Background: an optimization exercise with open tools, aiming at a short achievable clock period and few clock cycles. Do not read the settings as production practice.
Only simulation tests tie the RTL to the original design; equivalence was not proved.
Power is estimated from default activity; no workload was simulated.

run A:
// riscvmulti
module riscvmulti(input  logic        clk, reset,
                  output logic        MemWrite,
                  output logic [31:0] Adr, WriteData,
                  input  logic [31:0] ReadData);
  localparam logic [6:0] OP_R = 7'b0110011, OP_I = 7'b0010011, OP_LW = 7'b0000011,
                         OP_SW = 7'b0100011, OP_BEQ = 7'b1100011, OP_JAL = 7'b1101111;
  localparam int NC = 16;    
  logic [11:2] fa;                  
  logic [31:0] adr_q;               
  logic        id_v;                
  logic [31:0] ir, id_pc;
  logic [31:0] pcn;                 
  logic [31:1] s1_oh, s2_oh;
  logic        b1_ex, b1_mm, b1_w, b2_ex, b2_mm, b2_w;
  logic        ex_v;                
  logic [31:0] ex_a, ex_b, ex_sd, ex_tgt;    
  logic [4:0]  ex_rd;
  logic        ex_wr, ex_sub, ex_and, ex_or, ex_slt, ex_ld, ex_st, ex_br, ex_jal, ex_ar;
  logic [31:0] ex_link;             
  logic        m_v;                 
  logic [31:0] m_adr;
  logic        m_st;                
  logic        mm_wr, mm_ld;        
  logic [4:0]  mm_rd;
  logic [31:0] mm_res;
  logic        w_v;                 
  logic [4:0]  w_rd;
  logic [31:0] w_d;
  logic [31:1][31:0] rf;
  logic [NC-1:0]       ic_v;
  logic [NC-1:0][11:6] ic_tag;
  logic [NC-1:0][31:0] ic_dat;
  logic          cs_hit, cf_hit, fa_seq, fa_same;
  logic [31:0]   cs_dat, cf_dat;
  logic [31:0] ex_sum, ex_res;
  logic        ex_eq, ex_taken;
  logic [32:0] ex_s33;
  assign ex_s33 = {ex_a, 1'b1} + {ex_b, ex_sub};
  assign ex_sum = ex_s33[32:1];
  assign ex_res = ({32{ex_ar}} & ex_sum) | ({32{ex_and}} & (ex_a & ex_b)) |
                  ({32{ex_or}} & (ex_a | ex_b)) | {31'b0, ex_slt & ex_sum[31]} |
                  ({32{ex_jal}} & ex_link);
  assign ex_eq    = (ex_a == ex_b);
  assign ex_taken = ex_v & ex_br & ex_eq;
  logic [6:0]  op;
  logic [4:0]  rs1, rs2, rd;
  logic [2:0]  f3;
  logic        is_r, is_i, is_lw, is_sw, is_beq, is_jal, is_jmp, is_alu;
  ...
==> flow/config.mk <==
export PLATFORM = sky130hd
export DESIGN_NAME = riscvmulti
export DESIGN_NICKNAME = riscvmulti
export VERILOG_FILES = /design/flow/design.v
export SDC_FILE = /design/flow/constraint.sdc
export NUM_CORES = 4
export LEC_CHECK = 0
export ABC_CLOCK_PERIOD_IN_PS = 2500
export CAP_MARGIN = 20
export CORE_MARGIN = 2
export CORE_UTILIZATION = 30
export PLACE_DENSITY = 0.45
export SLEW_MARGIN = 20
==> flow/constraint.sdc <==
create_clock -name core_clock -period 9.0 [get_ports {clk}]
set_input_delay 1.8000 -clock core_clock [delete_from_list [all_inputs] [get_ports {clk}]]
set_output_delay 1.8000 -clock core_clock [all_outputs]
set_load 0.01 [all_outputs]
standard.sh (not shown) runs the stock make flow with config.mk's settings and CLKGATE_MAP_FILE= SYNTH_SCRIPT=/design/flow/synth_recipe.tcl, a recipe that flattens the netlist after the stock synthesis.
==> flow/flow/run.sh <==
#!/bin/bash
set -euo pipefail
bash standard.sh SETUP_SLACK_MARGIN=6.5 finish > standard.log 2>&1
Testbench counts of run A, summed over its fixed seeds: cycles 45,481.
Changes in run E relative to run A:
--- a/flow/design.v
+++ b/flow/design.v
@@ -15,15 +15,14 @@
   logic        ex_v;                
   logic [31:0] ex_a, ex_b, ex_sd, ex_tgt;    
   logic [4:0]  ex_rd;
   logic        ex_wr, ex_sub, ex_and, ex_or, ex_slt, ex_ld, ex_st, ex_br, ex_jal, ex_ar;
   logic [31:0] ex_link;             
   logic        m_v;                 
   logic [31:0] m_adr;
-  logic        m_st;                
   logic        mm_wr, mm_ld;        
   logic [4:0]  mm_rd;
   logic [31:0] mm_res;
   logic        w_v;                 
   logic [4:0]  w_rd;
   logic [31:0] w_d;
   logic [31:1][31:0] rf;
@@ -166,18 +165,16 @@
     for (int k = 1; k < 32; k++) begin
       n1_oh[k] = (n1 == 5'(k));
       n2_oh[k] = (n2 == 5'(k));
     end
   logic [11:2] s;
   logic        cs_h, cf_h;
   assign s    = fa + 10'd1;
-  logic m_wr;
-  assign m_wr = m_v & m_st;
-  assign cs_h = ic_v[s[5:2]] & (ic_tag[s[5:2]] == s[11:6]) & ~(m_wr & (m_adr[11:2] == s));
-  assign cf_h = ic_v[fa[5:2]] & (ic_tag[fa[5:2]] == fa[11:6]) & ~(m_wr & (m_adr[11:2] == fa));
+  assign cs_h = ic_v[s[5:2]] & (ic_tag[s[5:2]] == s[11:6]) & ~(MemWrite & (m_adr[11:2] == s));
+  assign cf_h = ic_v[fa[5:2]] & (ic_tag[fa[5:2]] == fa[11:6]) & ~(MemWrite & (m_adr[11:2] == fa));
   always_ff @(posedge clk, posedge reset)
     if (reset) begin
       fa       <= '0;
       adr_q    <= 32'b0;
       mm_wr    <= 1'b0;
       mm_ld    <= 1'b0;
       w_v      <= 1'b0;
@@ -203,15 +200,15 @@
       MemWrite <= ex_v & ex_st;
       fa_seq   <= take & ~f_jmp;
       fa_same  <= ~take & ~ex_taken;
       if (ex_taken)  pcn <= ex_tgt;
       else if (id_v) pcn <= succ;
       if (~m_v)
         ic_v[fa[5:2]] <= 1'b1;
-      else if (m_wr & (ic_tag[m_adr[5:2]] == m_adr[11:6]))
+      else if (MemWrite & (ic_tag[m_adr[5:2]] == m_adr[11:6]))
         ic_v[m_adr[5:2]] <= 1'b0;
     end
   always_ff @(posedge clk) begin
     s1_oh <= n1_oh;
     s2_oh <= n2_oh;
     b1_ex <= id_go & id_wr & (rd == n1);
     b2_ex <= id_go & id_wr & (rd == n2);
@@ -246,15 +243,14 @@
       ex_or  <= d_or;
       ex_slt <= d_slt;
       ex_ld  <= is_lw;
       ex_st  <= is_sw;
       ex_br  <= is_beq & ~is_jmp;
     end
     m_adr     <= ex_sum;
-    m_st      <= ex_st;
     WriteData <= ex_sd;
     mm_rd     <= ex_rd;
     mm_res    <= ex_res;
     w_rd      <= mm_rd;
     w_d       <= mm_ld ? ReadData : mm_res;
   end
   always_ff @(posedge clk)
### Flow results
Re global-route met2 utilization: run E is 0.82 points up on run A. Looking at via count across run E and run A, the one that comes out higher is run E. Final worst-path cycle share, run E and run A, lower one = run E. The combinational power of run E and that of run A are within noise of each other. For initial cell density of the core, run E and run A come out practically identical. Relative to run A, fraction of power consumed by the clock network has gone up in run E. Post-CTS resize count of run E exceeds that of run A by a few percent. For run A, the capture point of the worst path was ic_tag[34], unlike run E, where it was Adr[8]. Between run E and run A, post-layout instance area is higher for run E, run A comes in under that.
Testbench counts of run E, summed over its fixed seeds: cycles 45,481.

[port drivers added, routing unchanged]
In the flow no input, the clock included, has a driving cell. The finished layouts below were timed again as built, in two steps. Step 1 assumes that a clkbuf_16 drives the clock port and a buf_2 every other input. Step 2 also shifts input and output timing later by t, the mid clock arrival at the registers, as if the neighbouring blocks saw the same clock. Slacks: ideal ports / drivers / drivers and shift; pairs: ideal ports / drivers.
run | t, ns | setup slack, ns | worst data-port slew with drivers (ns)
run A | 1.043 | 5.523 / 5.523 / 4.481 | 0.15
run E | 1.010 | 5.553 / 5.448 / 4.776 | 0.18
After both steps setup and hold are still met in every run listed. For run A, which loses most, drivers alone change the setup slack by 0.000 ns; drivers and shift together by -1.042 ns.
